Background: an optimization exercise with open tools, aiming at small area, a short achievable clock period and few clock cycles per item. Do not read the settings as production practice.
Where RTL was checked, it was by simulation tests only, not by an equivalence proof against the original.
For runs 2, 3 and 9, only the layout was checked, not whether the RTL still works.
Power figures rest on the tool's default switching activity, not on a simulated workload.

==> design.v <==
module modulo_sec#(
  parameter SIZE = 16,
  parameter CALCULATION_OUT = 1'b0 )(
  input clk,
  input rst,
  input [(SIZE-1):0] divident,
  input [(SIZE-1):0] divisor,
  input start,
  output done,
  output [(SIZE-1):0] remainder);
  localparam CW = 4;   
  function [3:0] lzc;
    input [15:0] v;
    reg [3:0] z;
    reg [1:0] lz0, lz1, lz2, lz3, hi;
    begin
      z[3] = ~|v[15:12]; z[2] = ~|v[11:8]; z[1] = ~|v[7:4]; z[0] = ~|v[3:0];
      lz3 = {~v[15] & ~v[14], ~v[15] & (v[14] | ~v[13])};
      lz2 = {~v[11] & ~v[10], ~v[11] & (v[10] | ~v[9])};
      lz1 = {~v[7] & ~v[6], ~v[7] & (v[6] | ~v[5])};
      lz0 = {~v[3] & ~v[2], ~v[3] & (v[2] | ~v[1])};
      hi = {z[3] & z[2], z[3] & (~z[2] | z[1])};
      case (hi)
        2'd0: lzc = {hi, lz3};
        2'd1: lzc = {hi, lz2};
        2'd2: lzc = {hi, lz1};
        default: lzc = {hi, lz0};
      endcase
    end
  endfunction
  function [SIZE:0] sub_bk;
    input [SIZE-1:0] x, y;
    reg [SIZE-1:0] g, p, gn, pn;
    integer i, j, l;
    begin
      for (i = 0; i < SIZE; i = i + 1) begin
        g[i] = ~x[i] & y[i];
        p[i] = ~(x[i] ^ y[i]);
      end
      for (l = 0; (1 << l) < SIZE; l = l + 1) begin
        gn = g; pn = p;
        for (i = 0; i < SIZE; i = i + 1)
          if (((i + 1) % (2 << l)) == 0) begin
            j = i - (1 << l);
            gn[i] = g[i] | (p[i] & g[j]);
            pn[i] = p[i] & p[j];
          end
        g = gn; p = pn;
      end
      for (l = CW - 2; l >= 0; l = l - 1) begin
        gn = g; pn = p;
        for (i = 0; i < SIZE; i = i + 1)
          if (((i + 1) % (2 << l)) == (1 << l) && i > (1 << l)) begin
            j = i - (1 << l);
            gn[i] = g[i] | (p[i] & g[j]);
            pn[i] = p[i] & p[j];
          end
        g = gn; p = pn;
      end
      sub_bk[SIZE] = g[SIZE-1];
      sub_bk[0] = x[0] ^ y[0];
      for (i = 1; i < SIZE; i = i + 1)
        sub_bk[i] = x[i] ^ y[i] ^ g[i-1];
    end
  endfunction
  reg idle, align;
  reg [SIZE-1:0] rem_reg, div_reg;
  reg [CW-1:0] cnt;
  assign done = idle;
  assign remainder = rem_reg;
  wire [CW-1:0] lz_a = lzc(divident);
  wire [CW-1:0] lz_b = lzc(divisor);
  wire [CW:0] shift = {1'b0, lz_b} - {1'b0, lz_a};
  wire [SIZE:0] diff = sub_bk(rem_reg, div_reg);
  always @(posedge clk) begin
    if (idle) begin
      if (start)
        rem_reg <= divident;
      div_reg <= divisor;
      cnt <= shift[CW-1:0];
      align <= |shift[CW-1:0];
    end else if (align) begin
      div_reg <= div_reg << cnt;
      align <= 1'b0;
    end else begin
      if (~diff[SIZE])
        rem_reg <= diff[SIZE-1:0];
      div_reg <= div_reg >> 1;
      cnt <= cnt - 1'b1;
    end
  end
  always @(posedge clk or posedge rst) begin
    if (rst)
      idle <= 1'b1;
    else if (idle)
      idle <= ~start | shift[CW];
    else if (~align)
      idle <= ~|cnt;
  end
endmodule
==> flow/run.sh <==
#!/bin/bash
# The standard layout, with plain buf_1 cells (not delay cells) as the port
# buffers and no dummy loads in the clock tree.
set -euo pipefail
bash standard.sh BUFFER_PORTS_ARGS="-buffer_cell sky130_fd_sc_hd__buf_1" \
  CTS_ARGS="-sink_clustering_enable -repair_clock_nets -dont_use_dummy_load" \
  finish > standard.log 2>&1
==> standard.sh <==
#!/bin/bash
# synth_recipe.tcl (not shown) runs the flow's synth.tcl, then flattens the netlist and writes it again
# the make line also repeats each setting of config.mk as NAME=value (left out here)
make -C /OpenROAD-flow-scripts/flow DESIGN_CONFIG=/design/flow/config.mk WORK_HOME=/design/flow/orfs CLKGATE_MAP_FILE= SYNTH_SCRIPT=/design/flow/synth_recipe.tcl "${@:-finish}"
==> config.mk <==
export PLATFORM = sky130hd
export DESIGN_NAME = modulo_sec
export DESIGN_NICKNAME = modulo_sec
export VERILOG_FILES = /design/flow/design.v
export SDC_FILE = /design/flow/constraint.sdc
export NUM_CORES = 4
export LEC_CHECK = 0
export ABC_AREA = 1
export CAP_MARGIN = 20
export CORE_MARGIN = 2
export CORE_UTILIZATION = 40
export SETUP_SLACK_MARGIN = 1.5
export SLEW_MARGIN = 20
==> constraint.sdc <==
create_clock -name core_clock -period 4.0 [get_ports {clk}]
set_input_delay 0.8000 -clock core_clock [delete_from_list [all_inputs] [get_ports {clk}]]
set_output_delay 0.8000 -clock core_clock [all_outputs]
set_load 0.01 [all_outputs]
==> reports/summary.txt, run 1 <==
outcome: no timing/DRC/antenna violations
RD Place Congestion: 0.905
Placeable Area: 0.00818 mm^2
Port Buffers: 51
leading area contributor after synthesis: edfxtp_1
R2R depth: 10
YS warnings: 1
Async SR Flop Fraction: 0.0263
drc violations: 0
most frequent cell after synthesis: nand2_1
Iter 0 DRT Violations: 296
Mapped Avg Cell Area: 7.21 um^2
EDFF count, synth: 22
fin. max-slew vios: 0
reg2reg start: rem_reg[0]$_DFFE_PP_
Worst Slack Setup Final: 1.58 ns
post-synthesis cell area: 0.00335 mm^2
clk root buf: clkbuf_8
P&R area growth vs syn: 14.5%
GR Util All Layers: 0.214
crit-path max FO: 3
synth top area cells: edfxtp_1 20%, nand2_1 14%, dfxtp_1 9.0%
fin cells: 619
Post-DP HPWL: 7.30 mm
slew margin rel.: 0.453
CTS tree: done
Sw Share: 0.514
Placed Cells: 608
CTS clk-pin slew, worst paths: 0.08 ns
# rows: 33
Power Internal: 1.69 mW
DRT Pass-1 Iters: 5
worst hold path type: input port to async pin
Netlist cell types: 39
Syn Nets: 530
post-cts hold buffer count: 0
vias in the first global route: 3,020
Layout Nets: 581
final hold slack: 0.476 ns
Worst R2R End: rem_reg[10]$_DFFE_PP_
max-cap violation count: 0
pin count of the biggest net entering global routing: 60
cell area after layout: 0.00384 mm^2
Finished Core Util: 0.469
Routed Antenna Nets: 0
Worst setup startpoint: divisor[9]
initial antenna violation count: 0
clock latency on the worst-skew pair: 0.30 ns
Die ar.: 0.00913 mm^2
sequential element share of the synthesized area: 0.295
Period Utilization, post-route: 0.605
via/cell ratio: 5.33
Num CTS Buffers: 5
pwr dens: 907 mW/mm^2
Gate power share: 0.616
Synth top area share: 0.197
final hold vios: 0
Sink Count: 38
DR WL/cell: 15.4 um
first-pass GRT wire length: 14.9 mm
Critical Path RT: 4.04 ns
Clock Tree Buf Depth: 2
worst slew pin tran: 0.821 ns
RSZ-0062 raised after global routing: yes
Critical Path Sink: cnt[2]$_DFFE_PP_
element type at the critical path end: flop
Die Ht: 95.5 um
Setup WS pre-CTS: 1.17 ns
Antenna Cells: 0
Initial Util: 0.410
Via Count: 3,302
total gr overflow: 0
Syn Inst Count: 465
total power: 3.48 mW
fillers: 859
Pleak: 1.78 nW
Die X: 95.5 um
final setup TNS: 0 ns
Highest Clock Rate: 413 MHz
Tmin final: 2.42 ns
Area after DPL: 0.00358 mm^2
top_reg_cell synth: edfxtp_1
P_sw: 1.79 mW
sequential share of power: 0.311
Setup CP Type: input port to flop
R2R setup slack: 1.62 ns
WP data arrival: 2.46 ns
worst-path cell chain: clkbuf_2 -> nor2_2 -> nand3_2 -> nor2_4 -> nand2_2 -> o21ai_2 -> ha_2 -> inv_2 -> fa_2 -> xor2_2 -> nand2_1 -> o21ai_0
Post-synth top cells: 123 x nand2_1, 56 x nand3_1, 54 x inv_1
crit path launch type: input port
clock skew: 0.0198 ns
share of cells above drive strength 1: 0.158
Max H-tree Level: 2
power share of the clock group: 0.074
Detailed Route WL: 9.55 mm
CP max stage delay: 0.38 ns
synthesized flop and latch total: 38
CP max stage cell: fa_2
Max VDD drop: 0.474 mV
Final Setup Violations: 0
IO Count: 52
[cell usage in the layout (no fill, tap or decap), types with 2 or more instances in the layout]
master    instances
dfxtp_1          13
nand4_1           5
fa_1              5
xor2_1            9
nand3_2           7
buf_4             7
nand2_4           2
inv_1            52
inv_2             6
o21ai_1          14
clkbuf_8          5
a31oi_1           2
clkbuf_2          3
ha_1             19
edfxtp_1         22
fa_2              4
a21oi_2           6
nand2_1         114
ha_2              2
a22oi_1           8
nor2_1           23
nor2_2            7
dfxtp_2           2
nand3_1          52
nand2_2          15
a21o_1            5
o21ai_0          23
a21oi_1          14
buf_1            48
nor2_4            4
o21ai_2           2
[metal layers]
layer / GRT usage / vias to the layer above / wire, um
met3: 0.0300 / 12 / 661
met4: 0.0429 / 0 / 104
li1: - / 1636 / -
met1: 0.304 / 1531 / 4400
met5: 0 / - / 0
met2: 0.347 / 123 / 4390
[cell type report]
class | instances | area [um^2] | share of cell area
Tap cell | 105 | 131 | 0.0342
Clock buffer | 5 | 68.8 | 0.0179
Timing Repair Buffer | 58 | 248 | 0.0646
Sequential cell | 38 | 990 | 0.258
Multi-Input combinational cell | 353 | 2170 | 0.565
Inverter | 60 | 233 | 0.0606
[power by group through the flow]
stage                     registers, mW  logic, mW  clock network, mW
after floorplan                   0.970       1.63                  0
after global placement             1.08       1.99                  0
after detailed placement           1.09       2.01                  0
after CTS                          1.08       2.07              0.264
after global routing               1.11       2.46              0.275
final                              1.08       2.14              0.256
[cell families (layout without fill, tap and decap cells)]
family          count (synthesis)  count (layout)  share of synthesized area
compound gates                 76              76                      0.129
xor+xnor                       11              11                     0.0287
fa+ha+maj                      30              30                      0.132
buf+inv                        74             123                      0.102
flops                          38              38                      0.295
simple gates                  236             236                      0.314
[worst min path at each step]
stage                       start                  to  cells after the start
4_1_cts                       rst      idle$_DFF_PP1_                      2
6_report                      rst      idle$_DFF_PP1_                      2
5_1_grt                       rst      idle$_DFF_PP1_                      2
2_1_floorplan  div_reg[5]$_DFF_P_  div_reg[4]$_DFF_P_                      2
3_3_place_gp   div_reg[1]$_DFF_P_  div_reg[0]$_DFF_P_                      2
3_5_place_dp   div_reg[1]$_DFF_P_  div_reg[0]$_DFF_P_                      2
[timing repair]
item / CTS / global route
resized for setup: 11 / 39
pin swaps: 3 / 19
setup endpoints to repair: 22 / 26
buffers inserted: 0 / 6
[worst max-delay path, delay by kind of cell]
family	cells	cell delay [ns]
simple gates	5	0.59
fa+ha+maj	2	0.56
buf+inv	2	0.15
xor+xnor	1	0.17
compound gates	2	0.20
Testbench counts, summed over its fixed seeds: cycles 6,344, items 1,280.
==> run 2: changes to the inputs <==
--- a/design.v
+++ b/design.v
@@ -61,5 +61,18 @@
       sub_bk[0] = x[0] ^ y[0];
       for (i = 1; i < SIZE; i = i + 1)
-        sub_bk[i] = x[i] ^ y[i] ^ g[i-1];
+        sub_bk[i] = g[i-1] ? (x[i] ~^ y[i]) : (x[i] ^ y[i]);
+    end
+  endfunction
+  function [CW:0] sub_sel;
+    input [CW-1:0] x, y;
+    reg [CW:0] bw;
+    integer k;
+    begin
+      bw[0] = 1'b0;
+      for (k = 0; k < CW; k = k + 1) begin
+        sub_sel[k] = bw[k] ? (x[k] ~^ y[k]) : (x[k] ^ y[k]);
+        bw[k+1] = (~x[k] & y[k]) | (~(x[k] ^ y[k]) & bw[k]);
+      end
+      sub_sel[CW] = bw[CW];
     end
   endfunction
@@ -71,5 +84,5 @@
   wire [CW-1:0] lz_a = lzc(divident);
   wire [CW-1:0] lz_b = lzc(divisor);
-  wire [CW:0] shift = {1'b0, lz_b} - {1'b0, lz_a};
+  wire [CW:0] shift = sub_sel(lz_b, lz_a);
   wire [SIZE:0] diff = sub_bk(rem_reg, div_reg);
   always @(posedge clk) begin
@@ -77,9 +90,9 @@
       if (start)
         rem_reg <= divident;
-      div_reg <= divisor;
+      div_reg <= divisor << shift[1:0];
       cnt <= shift[CW-1:0];
-      align <= |shift[CW-1:0];
+      align <= |shift[CW-1:2];
     end else if (align) begin
-      div_reg <= div_reg << cnt;
+      div_reg <= div_reg << {cnt[CW-1:2], 2'b00};
       align <= 1'b0;
     end else begin
==> run 2 against run 1 <==
  * Synthesized cell count down 5.6%
  * Global-route usage shrank 0.56 points
  * Non-clock buffer count up 27
  * Sequential power fell by 12%
  * Via count shrank 2.8%
  * Still clean
  * Worst hold slack lost 0.024 ns
  * Cell area rose by 7.8%
  * Sequential share of layout area fell by 0.48 points
  * Critical path type unchanged
  * Critical endpoint is now div_reg[12]$_DFFE_PP_
  * Setup slack worse by 0.29 ns
  * Flip-flop and latch count stayed put
==> reports/summary.txt, run 2 <==
outcome: no timing/DRC/antenna violations
pwr dens: 759 mW/mm^2
P&R area growth vs syn: 31.8%
DRT Pass-1 Iters: 5
leading area contributor after synthesis: edfxtp_1
worst slew pin tran: 0.535 ns
Setup CP Type: input port to flop
Antenna Cells: 0
RD Place Congestion: 0.910
vias in the first global route: 2,967
clock latency on the worst-skew pair: 0.30 ns
final setup TNS: 0 ns
YS warnings: 1
fin cells: 620
Pleak: 1.86 nW
via/cell ratio: 5.18
Detailed Route WL: 9.20 mm
Async SR Flop Fraction: 0.0263
synth top area cells: edfxtp_1 27%, nand2_1 11%, inv_1 8.8%
clock skew: 0.0117 ns
CTS tree: done
# rows: 32
Initial Util: 0.411
first-pass GRT wire length: 13.9 mm
clk root buf: clkbuf_8
Sink Count: 38
Mapped Avg Cell Area: 7.15 um^2
total gr overflow: 0
final hold slack: 0.452 ns
synthesized flop and latch total: 38
crit-path max FO: 13
pin count of the biggest net entering global routing: 23
most frequent cells in the layout: 89 x nand2_1, 66 x inv_1, 42 x buf_1
Via Count: 3,210
Die Ht: 92.6 um
Setup WS pre-CTS: 0.856 ns
WP data arrival: 2.87 ns
DR WL/cell: 14.8 um
max-cap violation count: 0
slew margin rel.: 0.641
Netlist cell types: 45
post-cts hold buffer count: 0
sequential element share of the synthesized area: 0.333
Routed Antenna Nets: 0
EDFF count, synth: 28
Num CTS Buffers: 5
Highest Clock Rate: 369 MHz
initial antenna violation count: 0
GR Util All Layers: 0.208
Port Buffers: 51
Die X: 92.6 um
Iter 0 DRT Violations: 182
most common library cell in the layout ignoring fill and taps: nand2_1
element type at the critical path end: flop
RSZ-0062 raised after global routing: yes
Synth top area share: 0.268
crit path launch type: input port
Syn Inst Count: 439
fillers: 767
Layout Nets: 577
Period Utilization, post-route: 0.678
fin. max-slew vios: 0
Final Setup Violations: 0
Clock Tree Buf Depth: 2
Placed Cells: 584
IO Count: 52
Post-DP HPWL: 6.54 mm
CTS clk-pin slew, worst paths: 0.08 ns
final hold vios: 0
Tmin final: 2.71 ns
Die ar.: 0.00858 mm^2
worst hold path type: input port to async pin
post-synthesis cell area: 0.00314 mm^2
drc violations: 0
Placeable Area: 0.00765 mm^2
Syn Nets: 496
share of cells above drive strength 1: 0.255
Critical Path RT: 4.16 ns
Max H-tree Level: 2
top_reg_cell synth: edfxtp_1
Post-synth top cells: 94 x nand2_1, 74 x inv_1, 41 x o21ai_0
Worst Slack Setup Final: 1.29 ns
Max VDD drop: 0.233 mV
most frequent cell after synthesis: nand2_1
[run 2: cell count changes after synthesis, sizes merged, moves of 4 or more]
cell,before,now
nand3,60,24
a31oi,2,8
nor2,34,42
edfxtp,22,28
nand2,131,110
dfxtp,15,9
buf,11,7
fa,9,0
inv,60,75
o221ai,0,10
xor2,10,2
a22oi,8,3
[run 2: timing repair]
| item | in CTS | in global routing |
|---|---|---|
| setup endpoints to repair | 34 | 38 |
| gates resized for setup | 38 | 53 |
| gates cloned | 0 | 0 |
| setup buffers | 21 | 10 |
| pin swaps | 15 | 22 |
[run 2: per-stage QoR]
stage / instance area, um^2 / power, mW / utilization
4_1_cts: 3870 / 3.09 / 0.506
3_5_place_dp: 3530 / 2.79 / 0.461
6_report: 4140 / 3.14 / 0.541
5_1_grt: 4140 / 3.47 / 0.541
2_1_floorplan: 3250 / 2.33 / -
3_3_place_gp: 3530 / 2.74 / 0.461
[run 2: layout make-up]
| class | instances | area, um^2 | share of cell area |
|---|---|---|---|
| sequential | 38 | 1050 | 0.253 |
| tap | 102 | 128 | 0.0308 |
| clock buffer | 5 | 68.8 | 0.0166 |
| timing repair buffer | 85 | 538 | 0.130 |
| multi-input combinational | 312 | 2060 | 0.497 |
| inverter | 78 | 299 | 0.0723 |
[run 2: worst max-delay path: stages]
cell,delay [ns]
buf_8,0.10
nor2_4,0.10
inv_2,0.05
nor3_4,0.13
inv_2,0.10
nor3_4,0.19
o21ai_1,0.10
nand2_1,0.09
inv_2,0.05
ha_4,0.29
xor2_4,0.30
inv_4,0.14
a21oi_1,0.22
o21ai_2,0.11
nand2_1,0.08
[run 2: kinds of logic after synthesis]
| group | count (synthesis) | synth area share |
|---|---|---|
| simple gates | 189 | 0.264 |
| compound gates | 95 | 0.186 |
| buf+inv | 89 | 0.109 |
| flops | 38 | 0.333 |
| fa+ha+maj | 22 | 0.0876 |
| xor+xnor | 5 | 0.0163 |
| mux | 1 | 0.00319 |
[run 2: path summary, 6_finish.rpt]
kind                                 startpoint               endpoint  slack [ns]  cells after the start
hold / removal                              rst         idle$_DFF_PP1_        0.45                      2
setup reg to reg           rem_reg[7]$_DFFE_PP_   rem_reg[9]$_DFFE_PP_        1.75                     14
setup / recovery                   divident[10]  div_reg[12]$_DFFE_PP_        1.29                     15
min in group core_clock        cnt[0]$_DFFE_PP_       cnt[0]$_DFFE_PP_        0.57                      1
hold reg to reg                cnt[0]$_DFFE_PP_       cnt[0]$_DFFE_PP_        0.57                      1
max in group asynchronous                   rst         idle$_DFF_PP1_        3.53                      2
[run 2: per-layer routing]
metal	track usage	wire length [um]	vias to the layer above	part of all wire
met1	0.258	3980	1438	0.43
met5	0	0	-	0
met3	0.0293	508	15	0.055
li1	-	-	1634	-
met2	0.367	4500	123	0.49
met4	0.0771	216	0	0.023
[run 2: report_power, final]
group	total (mW)	internal, mW	switching [mW]	leakage (nW)
combinational	1.94	0.747	1.19	1.45
sequential	0.951	0.789	0.162	0.379
clock	0.248	0.113	0.135	0.0359
==> run 3: changes to the inputs <==
--- a/design.v
+++ b/design.v
@@ -90,9 +90,9 @@
       if (start)
         rem_reg <= divident;
-      div_reg <= divisor << shift[1:0];
+      div_reg <= divisor << shift[2:0];
       cnt <= shift[CW-1:0];
-      align <= |shift[CW-1:2];
+      align <= shift[CW-1];
     end else if (align) begin
-      div_reg <= div_reg << {cnt[CW-1:2], 2'b00};
+      div_reg <= div_reg << 8;
       align <= 1'b0;
     end else begin
==> run 3 against run 2 <==
  * Flip-flop and latch count unchanged
  * Cell count down 1.3%
  * Utilization down 2.0 points
  * Worst hold slack better by 0.013 ns
  * Clock power about the same
  * Die area down 3.4%
  * Setup slack worse by 0.066 ns
  * Clock skew up 0.0035 ns
  * Fmax down 2.4%
  * Critical endpoint is now div_reg[12]$_DFF_P_
  * Largest cell class unchanged
  * Largest power group unchanged
==> reports/summary.txt, run 3 <==
outcome: no timing/DRC/antenna violations
reg2reg start: idle$_DFF_PP1_
via/cell ratio: 4.94
Placeable Area: 0.00729 mm^2
IO Count: 52
most frequent cell after synthesis: nand2_1
Die Ht: 91.0 um
EDFF count, synth: 20
Syn Inst Count: 446
Clock Tree Buf Depth: 2
share of cells above drive strength 1: 0.203
synthesized flop and latch total: 38
Period Utilization, post-route: 0.694
pin count of the biggest net entering global routing: 26
Mapped Avg Cell Area: 6.79 um^2
Syn Nets: 503
RSZ-0062 raised after global routing: yes
Area after DPL: 0.00335 mm^2
final setup TNS: 0 ns
Via Count: 3,025
R2R setup slack: 1.66 ns
multi-input logic area: 0.00191 mm^2
worst hold path type: input port to async pin
most frequent cells in the layout: 102 x nand2_1, 69 x inv_1, 43 x buf_1
Post-synth top cells: 109 x nand2_1, 79 x inv_1, 44 x nor2_1
Sink Count: 38
pwr dens: 695 mW/mm^2
sequential element share of the synthesized area: 0.319
post-synthesis cell area: 0.00303 mm^2
drc violations: 0
synth top area cells: edfxtp_1 20%, nand2_1 14%, dfxtp_1 11%
WP data arrival: 2.93 ns
Max H-tree Level: 2
crit-path max FO: 13
GR Util All Layers: 0.192
Critical Path RT: 4.16 ns
worst slew pin tran: 0.548 ns
initial antenna violation count: 0
Synth top area share: 0.198
Layout Nets: 572
Tmin final: 2.78 ns
slew margin rel.: 0.635
fin. max-slew vios: 0
leading area contributor after synthesis: edfxtp_1
Final Setup Violations: 0
Async SR Flop Fraction: 0.0263
P&R area growth vs syn: 25.3%
clk root buf: clkbuf_8
Register Area: 967 um^2
Setup CP Type: input port to flop
Max VDD drop: 0.182 mV
fillers: 772
clock latency on the worst-skew pair: 0.30 ns
Iter 0 DRT Violations: 95
# rows: 31
first-pass GRT wire length: 12.9 mm
Routed Antenna Nets: 0
Setup WS pre-CTS: 0.532 ns
Worst Slack Setup Final: 1.22 ns
DR WL/cell: 13.5 um
RD Place Congestion: 0.882
Post-DP HPWL: 5.94 mm
Num CTS Buffers: 5
clock skew: 0.0151 ns
Initial Util: 0.415
cell area after layout: 0.00380 mm^2
post-cts hold buffer count: 0
Die X: 91.0 um
Pleak: 1.79 nW
Port Buffers: 51
Highest Clock Rate: 360 MHz
top_reg_cell synth: edfxtp_1
DRT Pass-1 Iters: 4
R2R depth: 4
Worst R2R End: rem_reg[14]$_DFFE_PP_
crit path launch type: input port
final hold vios: 0
YS warnings: 1
Finished Core Util: 0.521
Antenna Cells: 0
vias in the first global route: 2,812
CTS clk-pin slew, worst paths: 0.07 ns
CTS tree: done
most common library cell in the layout ignoring fill and taps: nand2_1
Detailed Route WL: 8.25 mm
element type at the critical path end: flop
total gr overflow: 0
max-cap violation count: 0
Die ar.: 0.00828 mm^2
Netlist cell types: 42
==> run 3: how the worst max path moves through the flow <==
stage	startpoint	end	slack, ns	cells past startpoint
global placement	divident[11]	div_reg[15]$_DFF_P_	0.58	19
floorplan	divident[11]	div_reg[11]$_DFF_P_	1.23	16
CTS	divident[11]	div_reg[15]$_DFF_P_	1.29	18
finish	divisor[6]	div_reg[12]$_DFF_P_	1.22	13
detailed placement	divident[11]	div_reg[15]$_DFF_P_	0.53	19
global route	divisor[6]	div_reg[12]$_DFF_P_	1.11	13
==> run 3: logic make-up (layout without fill, tap and decap cells) <==
kind of cell	count (synthesis)	after routing	synth area share
AO/OA/AOI/OAI	95	95	0.188
XOR/XNOR	3	3	0.0149
AND/OR/NAND/NOR	193	195	0.264
buffers and inverters	95	160	0.124
flip-flops	38	38	0.319
adder cells (fa/ha/maj)	22	22	0.0909
==> run 3: worst max-delay path: stages <==
cell and delay (ns):
buf_1 0.11, inv_2 0.08, nand4_1 0.19, buf_4 0.19
buf_4 0.14, nor2_4 0.13, a31oi_2 0.12, ha_4 0.25
a21oi_4 0.22, xor2_4 0.24, inv_4 0.10, o211ai_1 0.23
o211ai_1 0.13
==> run 3: per-layer routing <==
| metal | vias up | part of all wire | GRT usage |
|---|---|---|---|
| met2 | 67 | 0.48 | 0.337 |
| li1 | 1596 | - | - |
| met4 | 0 | 0.025 | 0.0606 |
| met3 | 14 | 0.038 | 0.0232 |
| met1 | 1348 | 0.46 | 0.245 |
| met5 | - | 0 | 0 |
==> run 3: timing repair <==
item / 4_1_cts / 5_1_grt
gates cloned: 2 / 1
endpoints found under the setup margin: 22 / 41
resized for setup: 35 / 41
setup buffers: 11 / 7
pin swaps: 5 / 13
==> run 3: cell type report <==
| cell class | instances | share of cell area |
|---|---|---|
| multi-input combinational | 315 | 0.504 |
| timing repair buffer | 72 | 0.106 |
| clock buffer | 5 | 0.0181 |
| sequential | 38 | 0.255 |
| inverter | 83 | 0.0844 |
| tap | 99 | 0.0326 |
==> run 3: metrics by stage <==
step	total power [mW]	std cells	hold slack, ns
2_1_floorplan	1.93	446	0.433
3_3_place_gp	2.24	586	0.466
3_5_place_dp	2.27	586	0.465
4_1_cts	2.56	604	0.458
5_1_grt	2.91	612	0.482
6_report	2.64	612	0.465
==> run 3: where the power goes <==
part | internal (mW) | switching, mW
Clock | 0.113 | 0.135
Sequential | 0.713 | 0.136
Combinational | 0.607 | 0.934
Total | 1.43 | 1.20
==> run 4: changes to the inputs <==
--- a/design.v
+++ b/design.v
@@ -90,9 +90,9 @@
       if (start)
         rem_reg <= divident;
-      div_reg <= divisor << shift[2:0];
+      div_reg <= divisor;
       cnt <= shift[CW-1:0];
-      align <= shift[CW-1];
+      align <= |shift[CW-1:0];
     end else if (align) begin
-      div_reg <= div_reg << 8;
+      div_reg <= div_reg << cnt;
       align <= 1'b0;
     end else begin
--- a/config.mk
+++ b/config.mk
@@ -6,5 +6,4 @@
 export NUM_CORES = 4
 export LEC_CHECK = 0
-export ABC_AREA = 1
 export CAP_MARGIN = 20
 export CORE_MARGIN = 2
==> run 4 against run 3 <==
  * Clock skew fell by 0.0025 ns
  * Cell area is essentially flat
  * Sequential power rose by 26%
  * Die area up 5.9%
  * Global-route usage is 2.4 points higher
  * Setup slack improved by 0.19 ns
  * Sequential share of layout area increased by 0.55 points
  * First-iteration DRC count increased by 99%
==> reports/summary.txt, run 4 <==
outcome: no timing/DRC/antenna violations
Period Utilization, post-route: 0.646
synthesized flop and latch total: 38
Antenna Cells: 0
Placeable Area: 0.00777 mm^2
Power Internal: 1.93 mW
clk root buf: clkbuf_8
Die ar.: 0.00878 mm^2
DR WL/cell: 17.0 um
worst slew pin tran: 0.655 ns
leading area contributor after synthesis: edfxtp_1
most frequent cells in the layout: 44 x buf_1, 36 x nor2_1, 34 x inv_1, 34 x nand2_1, 23 x a21oi_1
element type at the critical path end: flop
Final Setup Violations: 0
share of cells above drive strength 1: 0.140
fin cells: 532
Die Ht: 93.7 um
power share of the clock group: 0.069
RSZ-0062 raised after global routing: yes
Async SR Flop Fraction: 0.0263
fin. max-slew vios: 0
Routed Antenna Nets: 0
P&R area growth vs syn: 17.9%
Placed Cells: 515
R2R setup slack: 1.56 ns
Setup CP Type: input port to flop
Syn Inst Count: 377
RD Place Congestion: 0.831
sequential share of power: 0.294
worst hold path type: input port to async pin
Via Count: 3,038
first-pass GRT wire length: 14.7 mm
total gr overflow: 0
CTS clk-pin slew, worst paths: 0.08 ns
Gate power share: 0.638
sequential element share of the synthesized area: 0.307
Max H-tree Level: 2
drc violations: 0
crit path launch type: input port
WP data arrival: 2.61 ns
final hold vios: 0
Syn Nets: 434
GR Util All Layers: 0.216
total power: 3.63 mW
Iter 0 DRT Violations: 189
Layout Nets: 489
post-cts hold buffer count: 0
pin count of the biggest net entering global routing: 38
Max VDD drop: 0.342 mV
Synth top area share: 0.205
Tmin final: 2.58 ns
Highest Clock Rate: 387 MHz
clock latency on the worst-skew pair: 0.30 ns
Post-synth top cells: 37 x nor2_1, 34 x inv_1, 34 x nand2_1
Pleak: 1.54 nW
CTS tree: done
most frequent cell after synthesis: nor2_1
final hold slack: 0.460 ns
clock skew: 0.0127 ns
Critical Path RT: 4.03 ns
top_reg_cell synth: edfxtp_1
Netlist cell types: 52
most common library cell in the layout ignoring fill and taps: buf_1
synth top area cells: edfxtp_1 21%, dfxtp_1 9.3%, ha_1 8.6%
cell area after layout: 0.00379 mm^2
Port Buffers: 51
EDFF count, synth: 22
Area after DPL: 0.00352 mm^2
Sink Count: 38
via/cell ratio: 5.71
crit-path max FO: 4
IO Count: 52
Post-DP HPWL: 6.75 mm
post-synthesis cell area: 0.00322 mm^2
slew margin rel.: 0.563
Mapped Avg Cell Area: 8.53 um^2
max-cap violation count: 0
P_sw: 1.70 mW
DRT Pass-1 Iters: 5
vias in the first global route: 2,940
Clock Tree Buf Depth: 2
Die X: 93.7 um
Detailed Route WL: 9.02 mm
Initial Util: 0.414
YS warnings: 1
Num CTS Buffers: 5
Sw Share: 0.469
final setup TNS: 0 ns
# rows: 32
initial antenna violation count: 0
pwr dens: 957 mW/mm^2
fillers: 814
-- run 4: changes by cell type in the layout (fill, tap and decap cells not counted), moves of 12 or more --
cell / previous run / this run
nand3_1: 14 / 2
nand2_1: 102 / 34
a21oi_1: 10 / 23
mux2i_1: 0 / 17
inv_1: 69 / 34
o21ai_0: 22 / 10
-- run 4: final cells by class --
type	count	area, um^2	share of cell area
tap	102	128	0.0337
inverter	37	141	0.0373
clock buffer	5	68.8	0.0181
multi-input combinational	285	2120	0.559
sequential	38	987	0.260
timing repair buffer	65	349	0.0920
-- run 4: power groups by stage --
| stage | sequential (mW) | combinational [mW] | clock, mW |
|---|---|---|---|
| 3_3_place_gp | 1.10 | 2.18 | 0 |
| 4_1_cts | 1.08 | 2.27 | 0.255 |
| 2_1_floorplan | 0.947 | 1.83 | 0 |
| 5_1_grt | 1.10 | 2.59 | 0.273 |
| 3_5_place_dp | 1.10 | 2.21 | 0 |
| 6_report | 1.07 | 2.32 | 0.249 |
-- run 4: routing by layer --
metal / vias to the layer above / routed length [um] / track usage
met4: 0 / 149 / 0.0700
met2: 102 / 4230 / 0.350
met3: 11 / 547 / 0.0385
met1: 1433 / 4090 / 0.291
li1: 1492 / - / -
met5: - / 0 / 0
-- run 4: timing repair --
item | CTS | global route
buffers inserted | 8 | 4
gates resized for setup | 22 | 11
hold endpoints to repair | 0 | 0
setup endpoints to repair | 21 | 22
pin swaps | 11 | 11
-- run 4: path summary, 6_finish.rpt --
check	from	to	cells past startpoint
max	divisor[15]	cnt[3]$_DFFE_PP_	11
min	rst	idle$_DFF_PP1_	2
max reg2reg	rem_reg[1]$_DFFE_PP_	rem_reg[3]$_DFFE_PP_	8
min reg2reg	div_reg[14]$_DFFE_PP_	div_reg[13]$_DFF_P_	2
max in group asynchronous	rst	idle$_DFF_PP1_	2
min in group core_clock	div_reg[14]$_DFFE_PP_	div_reg[13]$_DFF_P_	2
-- run 4: kinds of logic (layout without fill, tap and decap cells) --
group	count (synthesis)	count (layout)	share of synthesized area
muxes	33	33	0.130
and+or+nand+nor	111	111	0.161
DFF	38	38	0.307
adders and majority gates	22	22	0.0856
buffers and inverters	54	107	0.0677
AOI/OAI and AO/OA	104	104	0.208
xor gates and xnor gates	15	15	0.0408
-- run 4: worst max-delay path, stage by stage --
cell     delay [ns]
buf_12         0.11
nor4_4         0.34
nand2_1        0.15
nor3_2         0.16
o22ai_1        0.12
ha_1           0.31
a21oi_2        0.17
nor2b_1        0.08
nor2_1         0.12
xnor2_1        0.16
a21oi_1        0.09
-- run 4: stage by stage --
step                       util  setup slack (ns)
after detailed placement  0.453              1.03
after CTS                 0.479              1.47
after global routing      0.488              1.26
final                     0.488              1.42
after global placement    0.453              1.09
after floorplan               -              1.45
Testbench counts of run 4, summed over its fixed seeds: cycles 6,344, items 1,280.
==> run 5: changes to the inputs <==
--- a/config.mk
+++ b/config.mk
@@ -6,7 +6,8 @@
 export NUM_CORES = 4
 export LEC_CHECK = 0
+export ABC_AREA = 1
 export CAP_MARGIN = 20
 export CORE_MARGIN = 2
 export CORE_UTILIZATION = 40
-export SETUP_SLACK_MARGIN = 1.5
+export SETUP_SLACK_MARGIN = 1.4
 export SLEW_MARGIN = 20
==> run 5 against run 4 <==
  * First-iteration DRC count grew 25%
  * Worst hold slack improved by 0.021 ns
  * Sequential power fell by 9%
  * Clock power about the same
  * Flip-flop and latch count stayed put
  * Global-route usage decreased by 0.13 points
  * Combinational power is 12% lower
  * Synthesized cell count increased by 22%
  * Setup slack better by 0.094 ns
  * Register-to-register slack better by 0.05 ns
  * Clock skew up 0.013 ns
==> reports/summary.txt, run 5 <==
outcome: no timing/DRC/antenna violations
top_reg_cell synth: edfxtp_1
Gate power share: 0.624
most common library cell in the layout ignoring fill and taps: nand2_1
Max VDD drop: 0.419 mV
RSZ-0062 raised after global routing: yes
total gr overflow: 0
pin count of the biggest net entering global routing: 37
Worst R2R End: rem_reg[11]$_DFFE_PP_
leading area contributor after synthesis: edfxtp_1
Async SR Flop Fraction: 0.0263
fillers: 824
final setup TNS: 0 ns
Layout Nets: 567
most frequent cell after synthesis: nand2_1
pwr dens: 901 mW/mm^2
worst slew pin tran: 0.972 ns
Tmin final: 2.49 ns
crit path launch type: input port
sequential element share of the synthesized area: 0.310
clock skew: 0.0256 ns
RD Place Congestion: 0.909
R2R setup slack: 1.61 ns
Highest Clock Rate: 401 MHz
Post-DP HPWL: 7.12 mm
Syn Inst Count: 461
synthesized flop and latch total: 38
post-synthesis cell area: 0.00319 mm^2
Placeable Area: 0.00773 mm^2
share of cells above drive strength 1: 0.110
DR WL/cell: 14.8 um
R2R depth: 15
IO Count: 52
clk root buf: clkbuf_8
P&R area growth vs syn: 13.7%
Detailed Route WL: 9.02 mm
final hold vios: 0
P_sw: 1.67 mW
clock latency on the worst-skew pair: 0.31 ns
Synth top area share: 0.207
DRT Pass-1 Iters: 4
via/cell ratio: 5.25
GR Util All Layers: 0.214
Port Buffers: 51
Routed Antenna Nets: 0
# rows: 32
Num CTS Buffers: 5
CTS tree: done
first-pass GRT wire length: 14.6 mm
Clock Tree Buf Depth: 2
Die ar.: 0.00869 mm^2
slew margin rel.: 0.352
Antenna Cells: 0
Pleak: 1.64 nW
Final Setup Violations: 0
sequential share of power: 0.299
Max H-tree Level: 2
initial antenna violation count: 0
Iter 0 DRT Violations: 237
most frequent cells in the layout: 105 x nand2_1, 71 x inv_1, 48 x buf_1
WP data arrival: 2.52 ns
Setup CP Type: input port to flop
worst hold path type: input port to async pin
vias in the first global route: 3,055
synth top area cells: edfxtp_1 21%, nand2_1 13%, dfxtp_1 9.4%
power share of the clock group: 0.077
reg2reg start: rem_reg[7]$_DFFE_PP_
Sink Count: 38
fin. max-slew vios: 0
Via Count: 3,204
Syn Nets: 518
crit-path max FO: 3
YS warnings: 1
Power Internal: 1.60 mW
Period Utilization, post-route: 0.623
Post-synth top cells: 108 x nand2_1, 73 x inv_1, 39 x nor2_1
max-cap violation count: 0
drc violations: 0
post-cts hold buffer count: 0
Netlist cell types: 42
CTS clk-pin slew, worst paths: 0.06 ns
Sw Share: 0.511
Die X: 93.2 um
Mapped Avg Cell Area: 6.91 um^2
element type at the critical path end: flop
Critical Path RT: 4.03 ns
Die Ht: 93.2 um
Finished Core Util: 0.469
Initial Util: 0.412
EDFF count, synth: 22
-- run 5: how the worst max path moves through the flow --
stage	startpoint	end	slack [ns]
6_report	divident[10]	cnt[3]$_DFFE_PP_	1.51
5_1_grt	divident[10]	cnt[3]$_DFFE_PP_	1.31
4_1_cts	divident[11]	cnt[3]$_DFFE_PP_	1.41
3_5_place_dp	divident[11]	cnt[3]$_DFFE_PP_	1.0
3_3_place_gp	divident[11]	cnt[3]$_DFFE_PP_	1.10
2_1_floorplan	divisor[10]	cnt[3]$_DFFE_PP_	1.41
-- run 5: routing by layer --
layer,global-route usage,part of all wire,vias to the layer above
met1,0.292,0.46,1463
met2,0.351,0.46,108
met4,0.0441,0.0089,0
li1,-,-,1624
met3,0.0451,0.072,9
met5,0,0,-
-- run 5: logic make-up after synthesis --
family | after synthesis | share of synthesized area
XOR/XNOR | 3 | 0.00825
adder cells (fa/ha/maj) | 22 | 0.0864
flip-flops | 38 | 0.310
buffers and inverters | 92 | 0.119
AND/OR/NAND/NOR | 195 | 0.266
AO/OA/AOI/OAI | 109 | 0.205
multiplexers | 2 | 0.00628
-- run 5: cell type report --
class	instances	area (um^2)	area share
multi-input cells	331	1890	0.521
flip-flops and latches	38	987	0.273
inverters	76	285	0.0788
clock buffers	5	68.8	0.0190
repair buffers	58	264	0.0729
well taps	102	128	0.0352
-- run 5: stage by stage --
step           hold WS, ns  setup slack, ns  area (um^2)  power [mW]  cells
6_report             0.481             1.51         3620        3.26    610
5_1_grt              0.473             1.31         3620        3.62    610
4_1_cts              0.482             1.41         3520        3.26    605
3_5_place_dp         0.545            0.999         3430        3.00    600
3_3_place_gp         0.539             1.10         3430        2.96    600
2_1_floorplan        0.489             1.41         3190        2.49    461
-- run 5: repair_timing --
| action | CTS | global route |
|---|---|---|
| setup buffers | 0 | 5 |
| gates resized for setup | 4 | 27 |
| pin swaps | 0 | 10 |
| setup endpoints to repair | 3 | 4 |
| gates cloned | 0 | 0 |
-- run 5: critical path, cell delays in order --
cell	delay, ns
buf_8	0.10
nor2_4	0.09
inv_2	0.05
nor3_4	0.18
buf_4	0.15
o21ai_2	0.05
a32o_1	0.25
nand2_1	0.07
inv_2	0.05
ha_4	0.26
nand2_2	0.04
nand2_2	0.07
nand2_2	0.06
nand2_1	0.06
nor2_1	0.04
o21ai_1	0.13
o21ai_1	0.08
-- run 5: power groups by stage --
stage | Clock (mW) | Sequential (mW) | Combinational, mW
floorplan | 0 | 0.900 | 1.59
global placement | 0 | 0.979 | 1.98
detailed placement | 0 | 0.982 | 2.02
CTS | 0.259 | 0.973 | 2.03
global route | 0.275 | 1.00 | 2.34
finish | 0.252 | 0.975 | 2.04
==> run 6: changes to the inputs <==
--- a/config.mk
+++ b/config.mk
@@ -10,4 +10,4 @@
 export CORE_MARGIN = 2
 export CORE_UTILIZATION = 40
-export SETUP_SLACK_MARGIN = 1.4
+export SETUP_SLACK_MARGIN = 1.6
 export SLEW_MARGIN = 20
==> run 6 against run 5 <==
  * Fmax barely moved
  * Synthesized cell count did not move
  * Combinational power rose by 15%
  * Critical path depth is 1 lower
  * Die area unchanged
  * Critical path type unchanged
  * Highest routed layer unchanged
  * Setup slack better by 0.0016 ns
  * Register-to-register slack gained 0.09 ns
  * Cell count up 0.33%
==> reports/summary.txt, run 6 <==
pwr dens: 944 mW/mm^2
Async SR Flop Fraction: 0.0263
R2R setup slack: 1.70 ns
worst-path cell chain: buf_6 -> nor2_4 -> inv_2 -> nor3_4 -> o21ai_1 -> a32o_2 -> nand2_2 -> inv_2 -> ha_4 -> nand2_2 -> nand2_2 -> nand2_2 -> nand2_1 -> nor2_1 -> o21ai_1 -> o21ai_1
RSZ-0062 raised after global routing: yes
Routed Antenna Nets: 0
CP max stage delay: 0.28 ns
Post-DP HPWL: 7.20 mm
vias in the first global route: 3,013
CTS clk-pin slew, worst paths: 0.07 ns
share of cells above drive strength 1: 0.161
Syn Nets: 518
# rows: 32
clk root buf: clkbuf_8
Post-synth top cells: 108 x nand2_1, 73 x inv_1, 39 x nor2_1
RD Place Congestion: 0.923
most frequent cell after synthesis: nand2_1
IO Count: 52
via/cell ratio: 5.31
Period Utilization, post-route: 0.622
Critical Path RT: 4.03 ns
Detailed Route WL: 9.70 mm
Iter 0 DRT Violations: 195
Num CTS Buffers: 5
CP max stage cell: a32o_2
GR Util All Layers: 0.217
Max VDD drop: 0.464 mV
YS warnings: 1
Pleak: 1.72 nW
initial antenna violation count: 0
crit path launch type: input port
Netlist cell types: 42
P&R area growth vs syn: 20.3%
top_reg_cell synth: edfxtp_1
CTS tree: done
slew margin rel.: 0.583
synthesized flop and latch total: 38
Final Setup Violations: 0
Initial Util: 0.412
Most Crowded Layer GR: met2
R2R depth: 18
total power: 3.62 mW
Tmin final: 2.49 ns
Setup CP Type: input port to flop
grt met3 use: 0.0475
grt met1 use: 0.313
WP data arrival: 2.52 ns
total gr overflow: 0
Via Count: 3,248
clock latency on the worst-skew pair: 0.29 ns
first-pass GRT wire length: 14.8 mm
worst hold path type: input port to async pin
routing usage on met2: 0.335
leading area contributor after synthesis: edfxtp_1
clock skew: 0.0111 ns
EDFF count, synth: 22
Mapped Avg Cell Area: 6.91 um^2
Die X: 93.2 um
Setup WS pre-CTS: 1.15 ns
Layout Nets: 569
most used cell, CP: nand2_2
Sink Count: 38
DRT Pass-1 Iters: 5
Antenna Cells: 0
most frequent cells in the layout: 100 x nand2_1, 65 x inv_1, 44 x buf_1
synth top area cells: edfxtp_1 21%, nand2_1 13%, dfxtp_1 9.4%
reg2reg start: rem_reg[2]$_DFFE_PP_
DR WL/cell: 15.8 um
Clock Tree Buf Depth: 2
Worst Slack Setup Final: 1.51 ns
final setup TNS: 0 ns
Die Ht: 93.2 um
sequential element share of the synthesized area: 0.310
Die ar.: 0.00869 mm^2
element type at the critical path end: flop
max-cap violation count: 0
Port Buffers: 51
crit-path max FO: 3
final hold vios: 0
post-cts hold buffer count: 0
Syn Inst Count: 461
fin. max-slew vios: 0
Highest Clock Rate: 402 MHz
drc violations: 0
post-synthesis cell area: 0.00319 mm^2
outcome: no timing/DRC/antenna violations
worst slew pin tran: 0.625 ns
Synth top area share: 0.207
pin count of the biggest net entering global routing: 38
Placeable Area: 0.00773 mm^2
Max H-tree Level: 2
Worst R2R End: rem_reg[8]$_DFFE_PP_
most common library cell in the layout ignoring fill and taps: nand2_1
==> run 6: changes by cell type in the layout (fill, tap and decap cells not counted), sizes merged <==
cell	change
buf	+2
==> run 6: per-layer routing <==
layer | share of wire | vias up
li1 | - | 1629
met1 | 0.46 | 1495
met2 | 0.46 | 118
met3 | 0.071 | 6
met4 | 0.0052 | 0
met5 | 0 | -
==> run 6: where the power goes <==
part / internal, mW / leakage (nW) / switching, mW / total (mW)
Sequential: 0.751 / 0.362 / 0.266 / 1.02
Combinational: 0.924 / 1.32 / 1.43 / 2.35
Clock: 0.113 / 0.0359 / 0.135 / 0.247
==> run 6: area by class of cell <==
class / instances / area (um^2)
clock buffer: 5 / 68.8
fill: 807 / 3890
inverter: 76 / 285
multi-input combinational: 331 / 2020
sequential: 38 / 991
tap: 102 / 128
timing repair buffer: 60 / 340
==> run 6: logic make-up (layout without fill, tap and decap cells) <==
group                      after synthesis  in the layout  synth area share
buffers and inverters                   92            141             0.119
adders and majority gates               22             22            0.0864
and+or+nand+nor                        195            195             0.266
DFF                                     38             38             0.310
AOI/OAI and AO/OA                      109            109             0.205
muxes                                    2              2           0.00628
xor gates and xnor gates                 3              3           0.00825
==> run 6: through the flow <==
step	utilization	hold WS [ns]	std cells	instance area [um^2]
after floorplan	-	0.489	461	3240
after global placement	0.449	0.562	599	3470
after detailed placement	0.449	0.557	599	3470
after CTS	0.461	0.501	604	3560
after global routing	0.496	0.504	612	3830
final	0.496	0.502	612	3830
==> run 6: worst max-delay path by stage <==
stage,start,endpoint,cells after the start
6_report,divident[10],cnt[3]$_DFFE_PP_,16
5_1_grt,divident[13],cnt[3]$_DFFE_PP_,15
4_1_cts,divident[11],cnt[3]$_DFFE_PP_,16
3_5_place_dp,divisor[10],cnt[3]$_DFFE_PP_,13
3_3_place_gp,divisor[10],cnt[3]$_DFFE_PP_,13
2_1_floorplan,divisor[10],cnt[3]$_DFFE_PP_,12
==> run 6: worst max-delay path: cells and delay by family <==
kind / cells / cell delay (ns)
adder cells (fa/ha/maj): 1 / 0.25
buffers and inverters: 3 / 0.19
AO/OA/AOI/OAI: 4 / 0.62
AND/OR/NAND/NOR: 8 / 0.67
==> run 6: repair_timing <==
action | in CTS | in global routing
hold endpoints to repair | 0 | 0
setup buffers | 0 | 7
setup endpoints to repair | 19 | 23
resized for setup | 5 | 55
pin swaps | 1 | 24
gates cloned | 0 | 1
==> run 7: changes to the inputs <==
--- a/config.mk
+++ b/config.mk
@@ -10,4 +10,5 @@
 export CORE_MARGIN = 2
 export CORE_UTILIZATION = 40
-export SETUP_SLACK_MARGIN = 1.6
+export GPL_TIMING_DRIVEN = 1
+export SETUP_SLACK_MARGIN = 1.5
 export SLEW_MARGIN = 20
==> run 7 against run 6 <==
  * Still clean on timing, DRC and antenna
  * Non-clock buffer count increased by 3
  * Critical path depth decreased by 1
  * Power decreased by 7.0%
  * Die area unchanged
  * Utilization decreased by 2.0 points
  * Register-to-register slack got worse by 0.03 ns
  * Synthesized cell count unchanged
  * Fmax increased by 2.0%
  * Cell count increased by 0.49%
  * Critical endpoint unchanged
  * Highest routed layer unchanged
==> reports/summary.txt, run 7 <==
outcome: no timing/DRC/antenna violations
cell area after layout: 0.00368 mm^2
Synth top area share: 0.207
reg2reg start: rem_reg[3]$_DFFE_PP_
Syn Nets: 518
clock skew: 0.00487 ns
Syn Inst Count: 461
# rows: 32
most frequent cells in the layout: 106 x nand2_1, 70 x inv_1, 48 x buf_1
Highest Clock Rate: 410 MHz
Via Count: 3,237
Sink Count: 38
drc violations: 0
Die Ht: 93.2 um
Netlist cell types: 42
crit-path max FO: 3
via/cell ratio: 5.26
clk root buf: clkbuf_8
Post-DP HPWL: 7.34 mm
share of cells above drive strength 1: 0.125
RSZ-0062 raised after global routing: yes
Routed Antenna Nets: 0
R2R depth: 16
CTS clk-pin slew, worst paths: 0.07 ns
synthesized flop and latch total: 38
synth top area cells: edfxtp_1 21%, nand2_1 13%, dfxtp_1 9.4%
pin count of the biggest net entering global routing: 30
R2R setup slack: 1.67 ns
post-cts hold buffer count: 0
Final Setup Violations: 0
Antenna Cells: 0
top_reg_cell synth: edfxtp_1
max-cap violation count: 0
Placeable Area: 0.00773 mm^2
Max H-tree Level: 2
Max VDD drop: 0.556 mV
slew margin rel.: 0.565
YS warnings: 1
Clock Tree Buf Depth: 2
Num CTS Buffers: 5
clock latency on the worst-skew pair: 0.29 ns
Detailed Route WL: 9.55 mm
GR Util All Layers: 0.219
RD Place Congestion: 0.922
Tmin final: 2.44 ns
leading area contributor after synthesis: edfxtp_1
initial antenna violation count: 0
fin. max-slew vios: 0
Async SR Flop Fraction: 0.0263
Pleak: 1.67 nW
Period Utilization, post-route: 0.610
element type at the critical path end: flop
final hold vios: 0
most common library cell in the layout ignoring fill and taps: nand2_1
crit path launch type: input port
Port Buffers: 51
DR WL/cell: 15.5 um
total gr overflow: 0
Mapped Avg Cell Area: 6.91 um^2
Layout Nets: 572
IO Count: 52
post-synthesis cell area: 0.00319 mm^2
worst slew pin tran: 0.653 ns
CTS tree: done
EDFF count, synth: 22
WP data arrival: 2.48 ns
Initial Util: 0.412
worst hold path type: input port to async pin
Die X: 93.2 um
DRT Pass-1 Iters: 5
Worst R2R End: rem_reg[0]$_DFFE_PP_
vias in the first global route: 2,974
first-pass GRT wire length: 14.8 mm
Setup CP Type: input port to flop
fillers: 818
Critical Path RT: 4.04 ns
final setup TNS: 0 ns
most frequent cell after synthesis: nand2_1
Iter 0 DRT Violations: 238
Post-synth top cells: 108 x nand2_1, 73 x inv_1, 39 x nor2_1
sequential element share of the synthesized area: 0.310
pwr dens: 915 mW/mm^2
P&R area growth vs syn: 15.5%
Area after DPL: 0.00345 mm^2
Die ar.: 0.00869 mm^2
==> run 7: cell counts after synthesis <==
Identical to the previous run, type by type.
==> run 7: how the worst max path moves through the flow <==
stage / from / end / slack [ns]
final: divisor[14] / cnt[3]$_DFFE_PP_ / 1.56
after global routing: divisor[14] / cnt[3]$_DFFE_PP_ / 1.46
after CTS: divident[11] / cnt[3]$_DFFE_PP_ / 1.50
after detailed placement: divisor[10] / cnt[3]$_DFFE_PP_ / 1.17
after global placement: divisor[14] / cnt[3]$_DFFE_PP_ / 1.16
after floorplan: divisor[10] / cnt[3]$_DFFE_PP_ / 1.48
==> run 7: cells by family after synthesis <==
kind of cell             after synthesis  share of synthesized area
flip-flops                            38                      0.310
multiplexers                           2                    0.00628
AND/OR/NAND/NOR                      195                      0.266
AO/OA/AOI/OAI                        109                      0.205
buffers and inverters                 92                      0.119
adder cells (fa/ha/maj)               22                     0.0864
XOR/XNOR                               3                    0.00825
==> run 7: routing by layer <==
layer	GRT usage	up-vias	share of wire
met1	0.319	1450	0.47
met4	0.0576	0	0.019
met2	0.336	138	0.43
met5	0	-	0
met3	0.0346	14	0.073
li1	-	1635	-
==> run 7: final cells by class <==
class	count	area, um^2	area share
clock buffer	5	68.8	0.0187
inverter	76	285	0.0776
multi-input combinational	331	1900	0.518
sequential	38	987	0.268
tap	102	128	0.0347
timing repair buffer	63	305	0.0830
==> run 7: timing repair <==
item | 4_1_cts | 5_1_grt
buffers inserted | 7 | 1
resized for setup | 9 | 24
cloned | 0 | 1
endpoints found under the setup margin | 1 | 22
pin swaps | 9 | 13
==> run 7: per-stage QoR <==
stage	hold WS (ns)	util	setup slack [ns]	std cells	total power, mW
after global placement	0.538	0.446	1.16	601	2.98
after global routing	0.509	0.476	1.46	615	3.70
after floorplan	0.489	-	1.48	461	2.49
final	0.490	0.476	1.56	615	3.36
after detailed placement	0.558	0.446	1.17	601	3.02
after CTS	0.482	0.466	1.50	613	3.28
==> run 7: where the power goes <==
part           switching, mW  internal [mW]
logic                   1.36          0.779
registers              0.235          0.748
clock network          0.135          0.113
total                   1.72           1.64
==> run 7: worst max-delay path, stage by stage <==
cell and delay [ns]:
buf_1 0.11, nor2_1 0.20, nand2_1 0.10, nor2_1 0.11
inv_1 0.08, nor3_2 0.18, a221oi_2 0.11, ha_4 0.28
nand2_1 0.04, nand2_1 0.08, nand2_2 0.06, nand2_1 0.06
nor2_1 0.04, o21ai_1 0.15, o21ai_1 0.08
==> run 8: changes to the inputs <==
--- a/config.mk
+++ b/config.mk
@@ -10,5 +10,4 @@
 export CORE_MARGIN = 2
 export CORE_UTILIZATION = 40
-export GPL_TIMING_DRIVEN = 1
 export SETUP_SLACK_MARGIN = 1.5
 export SLEW_MARGIN = 20
==> run 8 against run 7 <==
  * Clock skew unchanged
  * Worst hold slack unchanged
  * Largest cell class unchanged
  * Die area did not move
  * Sequential power barely moved
  * Synthesized cell count did not move
  * Via count unchanged
  * Critical endpoint unchanged
  * Setup slack did not move
  * Fmax stayed put
  * Power unchanged
==> reports/summary.txt, run 8 <==
outcome: no timing/DRC/antenna violations
YS warnings: 1
worst hold path type: input port to async pin
DR WL/cell: 15.5 um
via/cell ratio: 5.26
cell area after layout: 0.00368 mm^2
crit-path max FO: 3
total gr overflow: 0
Critical Path Sink: cnt[3]$_DFFE_PP_
Worst Slack Setup Final: 1.56 ns
Via Count: 3,237
GR Util All Layers: 0.219
RSZ-0062 raised after global routing: yes
Finished Core Util: 0.476
DRT Pass-1 Iters: 5
Die Ht: 93.2 um
slew margin rel.: 0.565
Clock Tree Buf Depth: 2
Post-synth top cells: 108 x nand2_1, 73 x inv_1, 39 x nor2_1
Syn Inst Count: 461
clock latency on the worst-skew pair: 0.29 ns
Die ar.: 0.00869 mm^2
Pleak: 1.67 nW
Routed Antenna Nets: 0
Iter 0 DRT Violations: 238
element type at the critical path end: flop
synth top area cells: edfxtp_1 21%, nand2_1 13%, dfxtp_1 9.4%
final hold vios: 0
Die X: 93.2 um
most used cell, CP: nand2_1
vias in the first global route: 2,974
Area after DPL: 0.00345 mm^2
Setup WS pre-CTS: 1.17 ns
Synth top area share: 0.207
Layout Nets: 572
share of cells above drive strength 1: 0.125
Netlist cell types: 42
R2R depth: 16
most frequent cells in the layout: 106 x nand2_1, 70 x inv_1, 48 x buf_1
total power: 3.36 mW
Synth Area in XOR/XNOR: 0.00825
Num CTS Buffers: 5
worst slew pin tran: 0.653 ns
WP data arrival: 2.48 ns
first-pass GRT wire length: 14.8 mm
CTS tree: done
crit path launch type: input port
Post-DP HPWL: 7.34 mm
drc violations: 0
Post-Synth Adder-Cell Area: 0.0864
CP max stage cell: ha_4
pin count of the biggest net entering global routing: 30
leading area contributor after synthesis: edfxtp_1
Highest Clock Rate: 410 MHz
Async SR Flop Fraction: 0.0263
P&R area growth vs syn: 15.5%
reg2reg start: rem_reg[3]$_DFFE_PP_
final setup TNS: 0 ns
max-cap violation count: 0
most frequent cell after synthesis: nand2_1
post-cts hold buffer count: 0
pwr dens: 915 mW/mm^2
Simple-Gate Fraction of Synth Area: 0.266
Syn Nets: 518
Max H-tree Level: 2
Compound-Gate Fraction of Synth Area: 0.205
Port Buffers: 51
clock skew: 0.00487 ns
Placed Cells: 601
multiplexer share of the synthesized area: 0.00628
worst-path cell chain: buf_1 -> nor2_1 -> nand2_1 -> nor2_1 -> inv_1 -> nor3_2 -> a221oi_2 -> ha_4 -> nand2_1 -> nand2_1 -> nand2_2 -> nand2_1 -> nor2_1 -> o21ai_1 -> o21ai_1
Max VDD drop: 0.556 mV
R2R setup slack: 1.67 ns
Worst setup startpoint: divisor[14]
most common library cell in the layout ignoring fill and taps: nand2_1
CTS clk-pin slew, worst paths: 0.07 ns
sequential element share of the synthesized area: 0.310
Mapped Avg Cell Area: 6.91 um^2
Setup CP Type: input port to flop
final hold slack: 0.490 ns
# rows: 32
Detailed Route WL: 9.55 mm
IO Count: 52
fin cells: 615
clk root buf: clkbuf_8
Antenna Cells: 0
Sink Count: 38
Tmin final: 2.44 ns
EDFF count, synth: 22
RD Place Congestion: 0.922
top_reg_cell synth: edfxtp_1
Initial Util: 0.412
post-synthesis cell area: 0.00319 mm^2
CP max stage delay: 0.28 ns
synthesized flop and latch total: 38
Final Setup Violations: 0
Period Utilization, post-route: 0.610
Critical Path RT: 4.04 ns
Worst R2R End: rem_reg[0]$_DFFE_PP_
largest family of logic cells by synthesized area: simple AND/OR/NAND/NOR gates
fin. max-slew vios: 0
Placeable Area: 0.00773 mm^2
initial antenna violation count: 0
[run 8: cell counts in the layout (fill, tap and decap cells not counted)]
No cell type changed its count.
[run 8: worst min-delay path by stage]
stage / startpoint / endpoint
finish: rst / idle$_DFF_PP1_
global route: rst / idle$_DFF_PP1_
CTS: rst / idle$_DFF_PP1_
detailed placement: cnt[3]$_DFFE_PP_ / idle$_DFF_PP1_
global placement: cnt[3]$_DFFE_PP_ / idle$_DFF_PP1_
floorplan: div_reg[4]$_DFF_P_ / div_reg[3]$_DFF_P_
[run 8: what timing repair did]
| action | 4_1_cts | 5_1_grt |
|---|---|---|
| endpoints found under the setup margin | 1 | 22 |
| resized for setup | 9 | 24 |
| hold endpoints to repair | 0 | 0 |
| cloned | 0 | 1 |
| pin swaps | 9 | 13 |
| setup buffers | 7 | 1 |
[run 8: kinds of logic after synthesis]
group | count (synthesis)
adders and majority gates | 22
DFF | 38
xor gates and xnor gates | 3
and+or+nand+nor | 195
muxes | 2
AOI/OAI and AO/OA | 109
buffers and inverters | 92
[run 8: routing by layer]
layer	vias up	routed length, um	global-route usage
li1	1635	-	-
met1	1450	4530	0.319
met2	138	4140	0.336
met3	14	694	0.0346
met4	0	186	0.0576
met5	-	0	0
[run 8: report_power, final]
| group | switching, mW | internal, mW |
|---|---|---|
| Sequential | 0.235 | 0.748 |
| Combinational | 1.36 | 0.779 |
| Clock | 0.135 | 0.113 |
[run 8: critical path, delay by kind of cell]
family                     cells  cell delay (ns)
and+or+nand+nor                9             0.87
adders and majority gates      1             0.28
AOI/OAI and AO/OA              3             0.34
buffers and inverters          2             0.19
[run 8: final cells by class]
class | count | area, um^2
repair buffers | 63 | 305
flip-flops and latches | 38 | 987
well taps | 102 | 128
inverters | 76 | 285
multi-input cells | 331 | 1900
clock buffers | 5 | 68.8
fillers | 818 | 4050
==> run 9: changes to the inputs <==
--- a/design.v
+++ b/design.v
@@ -87,4 +87,5 @@
   wire [SIZE:0] diff = sub_bk(rem_reg, div_reg);
   always @(posedge clk) begin
+    align <= idle;
     if (idle) begin
       if (start)
@@ -92,12 +93,12 @@
       div_reg <= divisor;
       cnt <= shift[CW-1:0];
-      align <= |shift[CW-1:0];
-    end else if (align) begin
-      div_reg <= div_reg << cnt;
-      align <= 1'b0;
     end else begin
-      if (~diff[SIZE])
-        rem_reg <= diff[SIZE-1:0];
-      div_reg <= div_reg >> 1;
+      if (align)
+        div_reg <= div_reg << cnt;
+      else begin
+        if (~diff[SIZE])
+          rem_reg <= diff[SIZE-1:0];
+        div_reg <= div_reg >> 1;
+      end
       cnt <= cnt - 1'b1;
     end
@@ -108,6 +109,6 @@
     else if (idle)
       idle <= ~start | shift[CW];
-    else if (~align)
-      idle <= ~|cnt;
+    else
+      idle <= ~align & (&cnt);
   end
 endmodule
==> run 9 against run 8 <==
  * Global-route usage is 0.28 points higher
  * Count of clock-buffer cells in the layout unchanged
  * Clock power about the same
  * Wire length shrank 2.4%
  * Die area is 2.1% lower
  * Highest routed layer unchanged
==> reports/summary.txt, run 9 <==
final setup TNS: 0 ns
CP max stage cell: nor3_2
Die Ht: 92.3 um
Critical Path RT: 4.16 ns
Layout Nets: 574
drc violations: 0
Sink Count: 38
Syn Nets: 514
Placed Cells: 596
total gr overflow: 0
pin count of the biggest net entering global routing: 38
CP max stage delay: 0.25 ns
Iter 0 DRT Violations: 216
cell area after layout: 0.00377 mm^2
DRT Pass-1 Iters: 5
first-pass GRT wire length: 15.0 mm
Via Count: 3,228
Antenna Cells: 0
fin cells: 616
P_sw: 1.78 mW
clock skew: 0.0137 ns
Num CTS Buffers: 5
Pleak: 1.76 nW
synthesized flop and latch total: 38
Tmin final: 2.48 ns
# rows: 32
Syn Inst Count: 456
Die ar.: 0.00851 mm^2
Port Buffers: 51
Final Setup Violations: 0
top_reg_cell synth: dfxtp_1
CTS clk-pin slew, worst paths: 0.08 ns
fillers: 788
Highest Clock Rate: 403 MHz
Post-DP HPWL: 7.00 mm
Initial Util: 0.407
power share of the clock group: 0.070
crit path launch type: input port
final hold slack: 0.472 ns
Max H-tree Level: 2
most frequent cell after synthesis: nand2_1
worst hold path type: input port to async pin
Max VDD drop: 0.384 mV
final hold vios: 0
CTS tree: done
Period Utilization, post-route: 0.621
most used cell, CP: nand2_2
leading area contributor after synthesis: edfxtp_1
Gate power share: 0.628
Finished Core Util: 0.493
most common library cell in the layout ignoring fill and taps: nand2_1
element type at the critical path end: flop
YS warnings: 1
IO Count: 52
fin. max-slew vios: 0
P&R area growth vs syn: 21.0%
RD Place Congestion: 0.899
slew margin rel.: 0.433
max-cap violation count: 0
Power Internal: 1.73 mW
sequential share of power: 0.302
EDFF count, synth: 18
vias in the first global route: 3,037
Worst Slack Setup Final: 1.52 ns
Sw Share: 0.507
worst-path cell chain: clkbuf_2 -> nor2_2 -> nand2_2 -> inv_2 -> a21oi_2 -> a32o_1 -> nor3_2 -> ha_4 -> nand2_2 -> inv_2 -> o21ai_4 -> nand2_2 -> xnor2_2 -> nand2_1 -> o21ai_1
DR WL/cell: 15.1 um
Setup WS pre-CTS: 1.07 ns
Die X: 92.3 um
WP data arrival: 2.64 ns
outcome: no timing/DRC/antenna violations
share of cells above drive strength 1: 0.175
Routed Antenna Nets: 0
Async SR Flop Fraction: 0.0263
Post-synth top cells: 104 x nand2_1, 73 x inv_1, 37 x nor2_1
pwr dens: 930 mW/mm^2
initial antenna violation count: 0
Synth top area share: 0.173
Clock Tree Buf Depth: 2
RSZ-0062 raised after global routing: yes
sequential element share of the synthesized area: 0.304
synth top area cells: edfxtp_1 17%, nand2_1 13%, dfxtp_1 12%
Mapped Avg Cell Area: 6.83 um^2
Detailed Route WL: 9.32 mm
GR Util All Layers: 0.221
clk root buf: clkbuf_8
post-synthesis cell area: 0.00312 mm^2
Area after DPL: 0.00343 mm^2
Netlist cell types: 44
worst slew pin tran: 0.849 ns
total power: 3.51 mW
clock latency on the worst-skew pair: 0.29 ns
via/cell ratio: 5.24
most frequent cells in the layout: 100 x nand2_1, 66 x inv_1, 39 x buf_1
Setup CP Type: input port to flop
crit path buf inv count: 3
Placeable Area: 0.00765 mm^2
CP delay by family, top: simple AND/OR/NAND/NOR gates
crit-path max FO: 4
## run 9: layout make-up
class                      instances  area (um^2)  area share
inverter                          75          282      0.0747
sequential                        38          947       0.251
tap                              102          128      0.0338
multi-input combinational        328         1970       0.523
clock buffer                       5         68.8      0.0182
timing repair buffer              68          374      0.0992
## run 9: timing repair
| item | CTS | global route |
|---|---|---|
| pin swaps | 11 | 17 |
| gates resized for setup | 24 | 34 |
| setup buffers | 8 | 6 |
| setup endpoints to repair | 12 | 13 |
| hold buffers | 0 | 0 |
| gates cloned | 0 | 1 |
## run 9: kinds of logic (layout without fill, tap and decap cells)
kind of cell / Yosys count / count (layout) / share of synthesized area
xor+xnor: 3 / 3 / 0.00844
buf+inv: 90 / 148 / 0.113
simple gates: 197 / 197 / 0.277
fa+ha+maj: 23 / 23 / 0.0924
flops: 38 / 38 / 0.304
mux: 2 / 2 / 0.00643
compound gates: 103 / 103 / 0.199
## run 9: final timing paths
path,from,to,slack (ns),cells past startpoint
worst max register to register,cnt[0]$_DFF_P_,div_reg[14]$_DFFE_PP_,1.64,9
worst max-delay path,divisor[13],cnt[3]$_DFF_P_,1.52,15
worst min register to register,cnt[3]$_DFF_P_,idle$_DFF_PP1_,0.55,2
min in group core_clock,cnt[3]$_DFF_P_,idle$_DFF_PP1_,0.55,2
max in group asynchronous,rst,idle$_DFF_PP1_,3.51,2
worst min-delay path,rst,idle$_DFF_PP1_,0.47,2
## run 9: power groups by stage
| stage | logic (mW) | clock network (mW) | registers, mW |
|---|---|---|---|
| 6_report | 2.20 | 0.245 | 1.06 |
| 5_1_grt | 2.52 | 0.266 | 1.09 |
| 4_1_cts | 2.07 | 0.250 | 1.06 |
| 3_5_place_dp | 2.03 | 0 | 1.07 |
| 3_3_place_gp | 2.00 | 0 | 1.06 |
| 2_1_floorplan | 1.63 | 0 | 0.924 |
## run 9: worst register-to-register path, delay by kind of cell, from the launching register on
kind | cells | cell delay [ns]
flip-flops | 1 | 0.87
AO/OA/AOI/OAI | 5 | 0.75
AND/OR/NAND/NOR | 1 | 0.11
buffers and inverters | 3 | 0.40
## run 9: layer usage
layer / up-vias / global-route usage / wire [um]
li1: 1630 / - / -
met1: 1464 / 0.308 / 4390
met2: 124 / 0.371 / 4330
met3: 10 / 0.0271 / 516
met4: 0 / 0.0410 / 91
met5: - / 0 / 0

[separate check: timing with driven ports]
The results above use ideal ports. As a check the final layouts listed here were re-extracted and re-timed, cells and wires unchanged.
Step 1, drivers: a clkbuf_16 drives clk and a buf_2 each remaining input, both assumed.
Step 2 adds t to the input delays and takes it off the output delays; t is the mean of the earliest and latest rising clock arrival at the registers after step 1. Input paths then give back, and output paths get back, about the clock's delay inside the block.
Three values: no drivers, after step 1, after step 2; two values: the first two.
| run | shift t [ns] | slack for setup (ns) | hold slack, ns | worst setup path at the end | worst data-port slew with drivers (ns) |
|---|---|---|---|---|---|
| run 1 | 0.323 | 1.581 / 1.587 / 1.264 | 0.476 / 0.468 / 0.563 | input to register | 0.04 |
| run 2 | 0.322 | 1.289 / 1.276 / 0.954 | 0.452 / 0.443 / 0.571 | input to register | 0.06 |
| run 3 | 0.322 | 1.223 / 1.234 / 0.912 | 0.465 / 0.457 / 0.489 | input to register | 0.06 |
| run 4 | 0.322 | 1.415 / 1.400 / 1.078 | 0.460 / 0.449 / 0.600 | input to register | 0.07 |
| run 5 | 0.326 | 1.509 / 1.501 / 1.175 | 0.481 / 0.469 / 0.550 | input to register | 0.05 |
| run 6 | 0.314 | 1.511 / 1.503 / 1.189 | 0.502 / 0.492 / 0.579 | input to register | 0.05 |
| run 7 | 0.315 | 1.559 / 1.566 / 1.251 | 0.490 / 0.484 / 0.575 | input to register | 0.04 |
| run 8 | 0.315 | 1.559 / 1.566 / 1.251 | 0.490 / 0.484 / 0.575 | input to register | 0.04 |
| run 9 | 0.312 | 1.517 / 1.511 / 1.199 | 0.472 / 0.466 / 0.547 | input to register | 0.05 |
After both steps setup and hold are still met in every run listed. For run 4, which loses most, drivers alone change the setup slack by -0.015 ns; drivers and shift together by -0.337 ns.
